From an optimization exercise on the open Yosys and OpenROAD flow, aimed at small area and a short achievable clock period; shortcuts taken in it are not production practice. Function was not checked in any run shown here: the RTL went through the layout flow alone. No activity file was given, so power comes from the tool's default toggle rates.

**design/flow/config.mk**
```make
export PLATFORM = sky130hd
export DESIGN_NAME = ex_datapath
export DESIGN_NICKNAME = ex_datapath
export VERILOG_FILES = /design/flow/design.v
export SDC_FILE = /design/flow/constraint.sdc
export NUM_CORES = 4
export LEC_CHECK = 0
export CAP_MARGIN = 20
export CORE_MARGIN = 2
export CORE_UTILIZATION = 40
export CTS_BUF_LIST = sky130_fd_sc_hd__clkbuf_4 sky130_fd_sc_hd__clkbuf_8
export SLEW_MARGIN = 20
export TNS_END_PERCENT = 5
```
**design/flow/design.v**
```verilog
module ALU(
    input  [31:0] X,
    input  [31:0] R,
    input  [2:0]  amt_hi,
    input  [3:0]  gt,
    input  [3:0]  eq,
    input  [7:0]  ge,
    input         fill,
    input         arith,     
    input         cin,       
    input         csub,      
    input         wg, wp, vk,  
    output [31:0] Out,
    output        C, V
);
    wire [31:0] r2 = amt_hi[0] ? {R[3:0],   R[31:4]}   : R;
    wire [31:0] r3 = amt_hi[1] ? {r2[7:0],  r2[31:8]}  : r2;
    wire [31:0] r4 = amt_hi[2] ? {r3[15:0], r3[31:16]} : r3;
    wire [31:0] keep;
    genvar j;
    generate for (j = 0; j < 32; j = j + 1) begin : g_keep
        assign keep[j] = gt[j / 8] | (eq[j / 8] & ge[j % 8]);
    end endgenerate
    wire [31:0] Y = (r4 & keep) | ({32{fill}} & ~keep);
    wire [31:0] p  = X ^ Y;
    wire [31:0] g  = X & Y;
    wire [31:0] gk = g & {32{arith}};
    wire [31:0] G0 = {gk[31:1], gk[0] | (p[0] & cin)};
    wire [31:0] P0 = p;
    wire [31:0] G1, P1, G2, P2, G3, P3, G4, P4, G5, P5;
    genvar i;
    generate for (i = 0; i < 32; i = i + 1) begin : g_pf
        if (i & 1) begin
            assign G1[i] = G0[i] | (P0[i] & G0[i - 1]);
            assign P1[i] = P0[i] & P0[i - 1];
        end else begin
            assign G1[i] = G0[i]; assign P1[i] = P0[i];
        end
        if (i & 2) begin
            assign G2[i] = G1[i] | (P1[i] & G1[(i & ~1) - 1]);
            assign P2[i] = P1[i] & P1[(i & ~1) - 1];
        end else begin
            assign G2[i] = G1[i]; assign P2[i] = P1[i];
        end
        if (i & 4) begin
            assign G3[i] = G2[i] | (P2[i] & G2[(i & ~3) - 1]);
            assign P3[i] = P2[i] & P2[(i & ~3) - 1];
        end else begin
            assign G3[i] = G2[i]; assign P3[i] = P2[i];
        end
        if (i & 8) begin
            assign G4[i] = G3[i] | (P3[i] & G3[(i & ~7) - 1]);
            assign P4[i] = P3[i] & P3[(i & ~7) - 1];
        end else begin
            assign G4[i] = G3[i]; assign P4[i] = P3[i];
        end
        if (i & 16) begin
            assign G5[i] = G4[i] | (P4[i] & G4[(i & ~15) - 1]);
            assign P5[i] = P4[i] & P4[(i & ~15) - 1];
        end else begin
            assign G5[i] = G4[i]; assign P5[i] = P4[i];
        end
    end endgenerate
    wire [31:0] c    = {G5[30:0], cin};
    wire        cout = G5[31];
    wire        pall = P5[31];
    wire [31:0] L    = {32{vk}} ^ ((g & {32{wg}}) | (p & {32{wp}}));
    assign Out = L ^ c;
    assign C = arith & cout & ~(csub & pall);
    assign V = arith & (c[31] ^ cout);
endmodule
module ShifterSignExtender(
    input  [31:0] Rm,
    input  [11:0] I,
    input  [1:0]  AM,
    input         en,        
    output [31:0] R,         
    output [2:0]  amt_hi,    
    output [3:0]  gt,        
    output [3:0]  eq,        
    output [7:0]  ge,        
    output        fill
);
    wire        am_sh = AM[1] & AM[0];
    wire [4:0]  sh    = I[11:7];
    wire [1:0]  ty    = I[6:5];
    wire        lsl   = ~ty[1] & ~ty[0];
    wire        asr   = ty[1] & ~ty[0];
    wire [31:0] src;
    assign src[7:0]   = AM[0] ? Rm[7:0] : I[7:0];
    assign src[11:8]  = AM[0] ? Rm[11:8] : (I[11:8] & {4{AM[1]}});
    assign src[31:12] = Rm[31:12] & {20{AM[0]}};
    wire [31:0] s = src & {32{en}};
    wire [4:0] flip;
    assign flip[0] = 1'b0;
    assign flip[1] = sh[0];
    assign flip[2] = sh[0] | sh[1];
    assign flip[3] = sh[0] | sh[1] | sh[2];
    assign flip[4] = sh[0] | sh[1] | sh[2] | sh[3];
    wire [4:0] amt;
    assign amt[0]   = am_sh & sh[0];
    assign amt[4:1] = am_sh ? (sh[4:1] ^ (flip[4:1] & {4{lsl}}))
                            : (I[11:8] & {4{~AM[0] & ~AM[1]}});
    wire [31:0] r0 = amt[0] ? {s[0],     s[31:1]}   : s;
    assign R       = amt[1] ? {r0[1:0],  r0[31:2]}  : r0;
    assign amt_hi  = amt[4:2];
    wire masked = am_sh & (ty != 2'b11);
    genvar a, b;
    generate for (a = 0; a < 4; a = a + 1) begin : g_a
        wire [1:0] aa = lsl ? a : 3 - a;
        assign gt[a] = ~masked | (aa > sh[4:3]);
        assign eq[a] = masked & (aa == sh[4:3]);
    end endgenerate
    generate for (b = 0; b < 8; b = b + 1) begin : g_b
        wire [2:0] bb = lsl ? b : 7 - b;
        assign ge[b] = (bb >= sh[2:0]);
    end endgenerate
    assign fill  = en & am_sh & asr & Rm[31];
endmodule
module ex_datapath(
    input  wire        CLK,
    input  wire [31:0] A,
    input  wire [31:0] Rm,
    input  wire [11:0] I,
    input  wire [1:0]  AM,
    input  wire        CIN,
    input  wire [3:0]  Op,
    output reg  [31:0] Out,
    output wire        Z,
    output wire        N,
    output reg         C,
    output reg         V
);
    wire invA = (Op[3:1] == 3'b001) | (Op[3:1] == 3'b010) | (Op == 4'b1100);
    wire zA   = (Op[3:1] == 3'b101) | (Op[3:2] == 2'b11 & Op[1:0] != 2'b00);
    wire enB  = (Op != 4'b1001);
    wire add   = (Op[3:1] == 3'b000);
    wire fsub  = (Op[3:1] == 3'b001);
    wire rsub  = (Op[3:1] == 3'b010);
    wire arith = add | fsub | rsub;
    wire cin   = rsub ? ~(Op[0] & CIN) : (add | fsub) & Op[0] & CIN;
    wire vg = fsub | (Op == 4'b0110) | (Op == 4'b0111);
    wire vp = add | rsub | (Op == 4'b0111) | (Op == 4'b1000) | (Op == 4'b1010);
    wire vk = fsub | (Op == 4'b1001) | (Op == 4'b1011) | (Op == 4'b1100);
    wire [31:0] sh_r;
    wire [2:0]  sh_amt_hi;
    wire [3:0]  sh_gt, sh_eq;
    wire [7:0]  sh_ge;
    wire        sh_fill;
    ShifterSignExtender shifter(.Rm(Rm), .I(I), .AM(AM), .en(enB),
        .R(sh_r), .amt_hi(sh_amt_hi), .gt(sh_gt), .eq(sh_eq), .ge(sh_ge), .fill(sh_fill));
    reg [31:0] x_q, r_q;
    reg [2:0]  amt_q;
    reg [3:0]  gt_q, eq_q;
    reg [7:0]  ge_q;
    reg        fill_q;
    reg        arith_q, cin_q, csub_q, wg_q, wp_q, vk_q;
    always @(posedge CLK) begin
        x_q     <= (A & {32{~zA}}) ^ {32{invA}};
        r_q     <= sh_r;
        amt_q   <= sh_amt_hi;
        gt_q    <= sh_gt;
        eq_q    <= sh_eq;
        ge_q    <= sh_ge;
        fill_q  <= sh_fill;
        arith_q <= arith;
        cin_q   <= cin;
        csub_q  <= fsub | rsub;
        wg_q    <= vg ^ vk;
        wp_q    <= vp ^ vk;
        vk_q    <= vk;
    end
    wire [31:0] alu_out;
    wire        alu_c, alu_v;
    ALU alu(.X(x_q), .R(r_q), .amt_hi(amt_q), .gt(gt_q), .eq(eq_q), .ge(ge_q), .fill(fill_q),
            .arith(arith_q), .cin(cin_q), .csub(csub_q), .wg(wg_q), .wp(wp_q), .vk(vk_q), .Out(alu_out), .C(alu_c), .V(alu_v));
    always @(posedge CLK) begin
        Out <= alu_out;
        C   <= alu_c;
        V   <= alu_v;
    end
    assign Z = ~|Out;
    assign N = Out[31];
endmodule
```
**design/flow/flow/run.sh**
```bash
#!/bin/bash
set -euo pipefail
MARGIN=5.7
export BUFFER_PORTS_ARGS="-buffer_cell sky130_fd_sc_hd__buf_1"
sed "s|\"\${@:-finish}\"|SETUP_SLACK_MARGIN=${MARGIN} \"\${@:-finish}\"|" standard.sh > standard_margin.sh
grep -q "SETUP_SLACK_MARGIN=${MARGIN}" standard_margin.sh
bash standard_margin.sh > flow_make.log 2>&1
```
**design/flow/constraint.sdc**
```tcl
create_clock -name core_clock -period 9.0 [get_ports {CLK}]
set_input_delay 1.8000 -clock core_clock [delete_from_list [all_inputs] [get_ports {CLK}]]
set_output_delay 1.8000 -clock core_clock [all_outputs]
set_load 0.01 [all_outputs]
```
**design/flow/standard.sh**
```bash
#!/bin/bash
# synth_recipe.tcl (not shown) runs the flow's synth.tcl, then flattens the netlist and writes it again
# the make line also repeats each setting of config.mk as NAME=value (left out here)
make -C /OpenROAD-flow-scripts/flow DESIGN_CONFIG=/design/flow/config.mk WORK_HOME=/design/flow/orfs CLKGATE_MAP_FILE= SYNTH_SCRIPT=/design/flow/synth_recipe.tcl "${@:-finish}"
```
==> results of run 1 <==
sequential cells by signal, summed over array words and instances (netlist names):
register / cells
Out: 32
r_q: 32
x_q: 32
ge_q: 8
eq_q: 4
gt_q: 4
amt_q: 3
C: 1
V: 1
arith_q: 1
cin_q: 1
csub_q: 1
fill_q: 1
vk_q: 1
wg_q: 1
wp_q: 1
placed cells by master (no fill, tap or decap), drive strengths merged, types with 3 or more instances in the layout:
master,Yosys,layout
nor2b,7,7
o211ai,7,7
mux4,33,33
a22oi,48,48
ha,42,42
nor3,5,5
dfxtp,124,124
and3,18,18
a32o,4,4
clkinvlp,0,3
a21oi,64,65
and2,3,3
buf,32,155
a211oi,7,7
xnor2,55,55
nor4,9,9
a31oi,4,4
nand3,15,15
xor2,45,45
nor2,32,32
mux2i,43,43
clkinv,0,4
inv,10,12
a21o,9,9
o21bai,8,8
bufinv,0,4
a311oi,12,12
nand2b,6,6
o21ai,53,54
nand2,153,153
o31ai,6,6
nand4,9,9
clkbuf,35,19
worst min-delay path: cells and delay by family, from the launching register on:
| family | cells | cell delay (ps) |
|---|---|---|
| AOI/OAI and AO/OA | 1 | 150 |
| and+or+nand+nor | 1 | 110 |
| DFF | 1 | 300 |
power by group through the flow:
| stage | Sequential (W) | Clock (W) | Combinational [W] |
|---|---|---|---|
| 2_1_floorplan | 0.000779 | 0 | 0.000506 |
| 5_1_grt | 0.000790 | 0.000571 | 0.000875 |
| 6_report | 0.000774 | 0.000533 | 0.000803 |
| 3_3_place_gp | 0.000783 | 0 | 0.000703 |
| 4_1_cts | 0.000773 | 0.000545 | 0.000752 |
| 3_5_place_dp | 0.000786 | 0 | 0.000705 |
cells by family (layout without fill, tap and decap cells):
| kind of cell | count (synthesis) | after routing | synth area share, % |
|---|---|---|---|
| AOI/OAI and AO/OA | 241 | 244 | 19.77 |
| DFF | 124 | 124 | 30.42 |
| and+or+nand+nor | 261 | 261 | 14.12 |
| xor gates and xnor gates | 100 | 100 | 10.73 |
| muxes | 78 | 78 | 14.66 |
| adders and majority gates | 42 | 42 | 6.441 |
| buffers and inverters | 77 | 199 | 3.849 |
| other | 0 | 1 | 0 |
layer usage:
metal,share of wire (%),vias to the layer above
met5,0,-
met4,1.8,0
met3,5.6,30
met2,47,259
met1,46,3377
li1,-,3598
worst min-delay path by stage:
stage / endpoint / slack [ps] / depth (start not counted)
after CTS: C / 600 / 2
after global placement: C / 570 / 2
after floorplan: C / 480 / 2
final: C / 600 / 2
after global routing: C / 610 / 2
after detailed placement: C / 570 / 2
through the flow:
step,cells,worst slack (ps)
floorplan,923,5591
global placement,1252,4474
detailed placement,1252,4376
CTS,1304,5613
global route,1319,5451
finish,1319,5600
layout make-up:
type / instances / area share [%]
multi-input combinational: 725 / 57.52
sequential: 124 / 25.53
timing repair buffer: 158 / 8.639
tap: 270 / 3.461
clock buffer: 18 / 2.474
clock inverter: 13 / 1.961
inverter: 10 / 0.3845
antenna: 1 / 0.02563
Yosys cell counts, drive strengths merged (7+ instances only):
cell type  instances
o21bai             8
xor2              45
a211oi             7
nor2              32
xnor2             55
nor4               9
o211ai             7
buf               32
a21oi             64
a311oi            12
dfxtp            124
clkbuf            35
a21o               9
a22oi             48
nand4              9
nor2b              7
nand2            153
mux4              33
nand3             15
inv               10
and3              18
o21ai             53
mux2i             43
ha                42
repair_timing:
action	in CTS	in global routing
setup buffers	17	13
pin swaps	11	21
gates cloned	4	1
endpoints found under the setup margin	72	59
endpoints found under the hold margin	0	0
resized for setup	32	28
hold buffers	0	0
==> run notes, run 1 <==
* PwrDens at between 200 and 250 nW/µm²
* Initial Utilization at 40.58%
* Grt peak-use layer: met2
* Outcome: complete, no violations
* Worst-skew pair later-pin latency at approximately 450 ps
* Nets@finish at between 1000 and 1500
* Worst r2r src: amt_q[0]
* Fin. max-slew vios at 0
* Async S/R FF share, synth at 0%
* Max-slew headroom at the worst pin at 27.58%
* CP bufs+invs at 1
* CP delay by family, top: compound AO/OA/AOI/OAI gates
* Met2 usage at 33.92%
* Fin Hold WS at around 600 ps
* Top_reg_cell synth: dfxtp_1
* CP max-delay cell: mux4_2
* Detail Placement HPWL at around 16 mm
* EDFF count, synth at 0
* Initial DRC Count at approximately 580
* Least-Margin Pin Slew at about 1100 ps
* Clk pwr share at about 25%
* Synth top area cells: dfxtp_1 30%, mux4_2 9.1%, nand2_1 7.0%, ha_1 6.4%, xnor2_1 5.9%
* Maxcap violations at 0
* CP Max Fanout at 8
* Die W at 146.8 µm
* P_leak at between 3 and 4 nW
* First-pass GRT wire length at 35.99 mm
* DR DRC count at 0
* Post-synthesis sequential area ratio at a little under a third
* Levels on crit path at 12
* RSZ-0062 raised after global routing: yes
* Yosys cell types at 59
* Final setup vio count at 0
* Clock Tree Buf Depth at 2
* Max incr delay on CP at between 500 and 600 ps
* Setup Skew at between 15 and 20 ps
* Footprint of the multi-input gates at 5615 µm²
* Sum Neg Setup Slack at 0 ps
* Worst Path Arrival at between 3000 and 4000 ps
* DRT Pass-1 Iters at 6
* CP required at ~9300 ps
* Core box area at a little over 20000 µm²
* Wirelength per Cell at ~17 µm
* Internal at 0.001353 W
* Syn Area/Cell at around 8.8 µm²
* R2R Path End: V
* Critical path cell sequence: clkbuf_16 > mux4_2 > mux2i_1 > o21ai_0 > ha_1 > a211o_1 > o2111ai_1 > o211ai_1 > a211oi_2 > nor2_1 > o221ai_1 > a21oi_2
* Gpl congestion at 0.9065
* Die footprint at 21560 µm²
* Worst Reg-to-Reg Cells at 12
* Vias at between 7000 and 8000
* Worst setup EP type: register
* Max IR drop VDD at 92.25 µV
* Final period utilization at between 30% and 40%
* Io pins at 120
* Critical Path Source Type: register
* Post-place instance area at between 8000 and 9000 µm²
* Hold wc startpoint: csub_q
* DRT Wirelength at between 20 and 25 mm
* Synth Instances at 923
* Syn nets at 1049
* Met1 usage at between 20% and 30%
* Power, Total at about 0.0021 W
* Share of the synthesized area in the top cell type at between 30% and 40%
* Part of the power in combinational logic at about two fifths
* Total grt overflow at 0
* Die height at 146.8 µm
* Timing endpoint of the critical path: V
* Grt met3 use at 3.727%
* CTS tree: done
* Net load switching power at roughly 0.00076 W
* Cts bufs inserted at 17
* Design area at just under 10000 µm²
* H-tree Lvls at 4
* Clock sinks at roughly 120
* Seq. cell area at roughly 2500 µm²
* Synthesis-stage register bit count at ~120
* Buffers on Ports at 119
* Vias/cell at approximately 5.5
* Cell taking the most area after synthesis: dfxtp_1
* Detail Route Antenna Nets at 0
* Syn Std Cell Area at 8159 µm²
* F_max at 294.1 MHz
* Final Core Density at 48.56%
* Fin. Hold Viols at 0
* Crit. Startpoint: amt_q[0]
* Layout area overhead at 19.64%
* Worst min path class: reg2reg
* Num rows at 52
* Largest net degree at the start of global routing at 33
* YS warnings at 1
* Initial antenna violation count at 1
* Fin crit period at between 3000 and 4000 ps
* Clk root buf: clkbuf_8
* Switching Fraction at between 30 and 40%
* Layout cells sized above 1 at roughly 16%
* Reg2reg setup slack at ~5600 ps
* # fillers at about 2000
* Vias in the first global route at between 6000 and 7000
* Seq pwr share at a little under two fifths
* Total GRT Usage at a little over a fifth
* Kind of critical path: reg2reg
* Worst-path clk slew at roughly 80 ps
==> inputs of run 2 (changes only) <==
--- a/design/flow/config.mk
+++ b/design/flow/config.mk
@@ -5,9 +5,9 @@
 export SDC_FILE = /design/flow/constraint.sdc
 export NUM_CORES = 4
 export LEC_CHECK = 0
-export CAP_MARGIN = 20
+export CAP_MARGIN = 50
 export CORE_MARGIN = 2
 export CORE_UTILIZATION = 40
 export CTS_BUF_LIST = sky130_fd_sc_hd__clkbuf_4 sky130_fd_sc_hd__clkbuf_8
-export SLEW_MARGIN = 20
+export SLEW_MARGIN = 60
 export TNS_END_PERCENT = 5
==> run 2 against run 1 <==
Against the previous run:
- critical path type unchanged
- area after synthesis did not move
- non-clock buffer count is 22 higher
- fmax grew 0.50%
==> run notes, run 2 <==
* Synth Area in Compound Gates at 19.77% (unchanged)
* H-tree Lvls at 4 (unchanged)
* Sum Neg Setup Slack at 0 ps (unchanged)
* Vias in the first global route at 6822 (+1.7%)
* Worst-path clk slew at 90 ps (about the same)
* RSZ-0062 raised after global routing: yes
* R2R Path End: V
* Initial antenna violation count at 0 (-1)
* Least-Margin Pin Slew at 585.1 ps (-499.7 ps)
* # fillers at 1928 (-2.3%)
* Worst Path Arrival at 3760 ps (+40 ps)
* Die height at 146.8 µm (unchanged)
* Syn nets at 1049 (unchanged)
* Maxcap violations at 0 (unchanged)
* Vias at 7462 (+2.7%)
* DR DRC count at 0 (unchanged)
* Reg2reg setup slack at 5620 ps (+20 ps)
* CP Max Fanout at 8 (unchanged)
* Io pins at 120 (unchanged)
* Critical Path Source Type: register
* Count leader, synth: nand2_1
* Wirelength per Cell at 17.40 µm (+0.35%)
* Most frequent cells in the layout: 151 x nand2_1, 118 x dfxtp_1, 116 x buf_1, 57 x a21oi_1
* Hold wc startpoint: csub_q
* Async S/R FF share, synth at 0% (unchanged)
* Detail Placement HPWL at 16.53 mm (+0.57%)
* Ant diodes at 0 (-1)
* Synthesis-stage register bit count at 124 (unchanged)
* Fin. max-slew vios at 0 (unchanged)
* Final period utilization at 37.59% (-0.19 points)
* CP max-delay cell: mux4_2
* Post-synthesis mux area share at 14.66% (unchanged)
* Max IR drop VDD at 89.49 µV (-3.0%)
* Most frequent cells after synthesis: 153 x nand2_1, 124 x dfxtp_1, 60 x a21oi_1
* Worst min path class: reg2reg
* CP required at 9370 ps (+50 ps)
* Kind of critical path: reg2reg
* Layout area overhead at 21.47%
* DRT Wirelength at 23.30 mm (+1.9%)
* Worst setup EP type: register
* Clock Tree Buf Depth at 2 (unchanged)
* Layout cells sized above 1 at 17.77% (+2.2 points)
* CTS Hold Buffers Added at 0 (unchanged)
* Worst-skew pair later-pin latency at 450 ps (about the same)
* Clock sinks at 124 (unchanged)
* First-pass GRT wire length at 36.10 mm (+0.31%)
* Max incr delay on CP at 540 ps (+20 ps)
* Final setup vio count at 0 (unchanged)
* Cts bufs inserted at 17 (unchanged)
* Post-Synth XOR/XNOR Area at 10.73% (unchanged)
* Outcome: complete, no violations
* Hold Crit Endpoint: C
* Gpl congestion at 0.9065 (unchanged)
* Buffers on Ports at 119 (unchanged)
* EDFF count, synth at 0 (unchanged)
* Detail Route Antenna Nets at 0 (unchanged)
* CP delay by family, top: compound AO/OA/AOI/OAI gates
* P_leak at 3.875 nW (+3.2%)
* Post-synthesis adder-cell area fraction at 6.441% (unchanged)
* Synth top area cells: dfxtp_1 30%, mux4_2 9.1%, nand2_1 7.0%, ha_1 6.4%, xnor2_1 5.9%
* CP dominant cell by count: a21o_4
* Num rows at 52 (unchanged)
* Final Core Density at 49.30% (+0.74 points)
* PnR worst setup slack at 5617 ps (+16.88 ps)
* DRT Pass-1 Iters at 5 (-1)
* Top_reg_cell synth: dfxtp_1
* Initial Utilization at 40.58% (unchanged)
* Setup Skew at 23.79 ps (+6.424 ps)
* CP bufs+invs at 2 (+1)
* Clk root buf: clkbuf_8
* Synth Instances at 923 (unchanged)
* Largest family of logic cells by synthesized area: compound AO/OA/AOI/OAI gates
* Yosys cell types at 59 (unchanged)
* Syn Std Cell Area at 8159 µm² (unchanged)
* Total GRT Usage at 20.89% (-0.23 points)
* Core box area at 20100 µm² (unchanged)
* Die W at 146.8 µm (unchanged)
* Vias/cell at 5.573 (+1.2%)
* Syn Area/Cell at 8.840 µm² (unchanged)
* WHS Path Cells at 2 (unchanged)
* Fin. Hold Viols at 0 (unchanged)
* PwrDens at 208.9 nW/µm² (-3.4%)
* Regs by FF count: Out: 32 flops, r_q: 32 flops, x_q: 32 flops
* Nets@finish at 1182 (+1.7%)
* Critical path cell sequence: clkbuf_16 > buf_4 > mux4_2 > mux2i_1 > o21ai_1 > ha_2 > a21oi_2 > o21ai_2 > a221o_1 > a21o_4 > a21o_4 > a311o_1 > a21oi_1
* Total grt overflow at 0 (unchanged)
* CTS tree: done
* Fin crit period at 3383 ps (-16.88 ps)
* Max-slew headroom at the worst pin at 61.00% (+33 points)
* Worst r2r src: amt_q[0]
* Pre-CTS setup slack at 5025 ps (+648.8 ps)
* Synth Area in Simple Gates at 14.12% (unchanged)
* YS warnings at 1 (unchanged)
* Cell taking the most area after synthesis: dfxtp_1
* Initial DRC Count at 586 (+0.86%)
* Die footprint at 21560 µm² (unchanged)
* F_max at 295.6 MHz (+0.50%)
* Share of the synthesized area in the top cell type at 30.42% (unchanged)
* Largest net degree at the start of global routing at 33 (unchanged)
* Most common cell after layout, fill and taps aside: nand2_1
* Post-synthesis sequential area ratio at 30.42% (unchanged)
* Worst Reg-to-Reg Cells at 13 (+1)
## run 2: changes by cell type in the layout (fill, tap and decap cells not counted), moves of 3 or more
| cell | previous run | this run |
|---|---|---|
| a21oi_2 | 6 | 3 |
| buf_4 | 33 | 53 |
| bufinv_16 | 4 | 1 |
| clkinv_2 | 1 | 5 |
| o21ai_0 | 39 | 35 |
| o21ai_1 | 8 | 11 |
## run 2: worst max path at each step
stage / slack [ps] / start / depth (start not counted) / to
after floorplan: 5590 / amt_q[1] / 14 / V
after global placement: 4470 / AM[0] / 6 / r_q[19]
after detailed placement: 5020 / I[5] / 9 / r_q[17]
after CTS: 5620 / Out[6] / 4 / Z
after global routing: 5530 / amt_q[0] / 12 / V
final: 5620 / amt_q[0] / 13 / V
## run 2: final cells by class
cell class / instances / area (µm²) / share of cell area (%)
inverter: 10 / 37.54 / 0.3787
clock buffer: 21 / 276.5 / 2.790
sequential: 124 / 2500 / 25.22
multi-input combinational: 723 / 5652 / 57.03
clock inverter: 11 / 93.84 / 0.9468
tap: 270 / 337.8 / 3.409
timing repair buffer: 180 / 1013 / 10.23
## run 2: per-stage QoR
step           total power (W)  cells  hold slack [ps]  instance area, µm²
6_report              0.002070   1339            562.1                9911
5_1_grt               0.002195   1339            580.7                9911
4_1_cts               0.002002   1306            562.1                9454
3_5_place_dp          0.001494   1255            552.7                8801
3_3_place_gp          0.001486   1252            567.0                8740
2_1_floorplan         0.001284    923            478.9                8165
## run 2: repair_timing
item | CTS | global route
setup endpoints to repair | 41 | 36
cloned | 1 | 3
gates resized for setup | 23 | 40
pin swaps | 15 | 30
buffers inserted | 18 | 30
hold endpoints to repair | 0 | 0
## run 2: cell families (layout without fill, tap and decap cells)
| kind of cell | Yosys count | in the layout |
|---|---|---|
| XOR/XNOR | 100 | 100 |
| multiplexers | 78 | 78 |
| AND/OR/NAND/NOR | 261 | 261 |
| buffers and inverters | 77 | 222 |
| flip-flops | 124 | 124 |
| AO/OA/AOI/OAI | 241 | 242 |
| adder cells (fa/ha/maj) | 42 | 42 |
## run 2: worst min-delay path, cell delays in order (launching register included)
cell	delay, ps
dfxtp_1	300
nand4_1	110
o211a_1	140
## run 2: power by group
part	total (W)	leakage (nW)	internal [W]	switching (W)
Sequential	0.000775	1.04	0.000674	0.000100
Combinational	0.000834	2.64	0.000396	0.000438
Clock	0.000461	0.192	0.000237	0.000224
## run 2: routing by layer
layer	GRT usage [%]	vias up	wire, µm
met1	28.47	3473	10700
met4	7.282	0	567
li1	-	3643	-
met5	0	-	0
met2	33.59	306	10670
met3	3.571	40	1361

static timing again, ports no longer ideal:
No port has a modelled driver above. Below, the same layouts with a new extraction and two added sets of constraints. Step 1: set_driving_cell puts a clkbuf_16 on CLK and a buf_2 on each other input, an assumption about the parent block. Step 2 adds t to the input delays and takes it off the output delays; t is the mean of the earliest and latest rising clock arrival at the registers after step 1. Input paths then give back, and output paths get back, about the clock's delay inside the block. Slacks: ideal ports / drivers / drivers and shift; pairs: ideal ports / drivers.
run	shift t [ns]	setup slack, ns	hold WS [ns]	worst setup path after step 2	latest minus earliest clock arrival (ns)
run 1	0.480	5.600 / 5.600 / 5.228	0.601 / 0.601 / 0.601	input to register	0.019 / 0.019
run 2	0.483	5.617 / 5.617 / 5.260	0.562 / 0.562 / 0.562	input to register	0.024 / 0.024
After both steps every run listed still meets setup and hold. For run 1, which loses most, drivers alone change the setup slack by 0.000 ns; drivers and shift together by -0.372 ns.
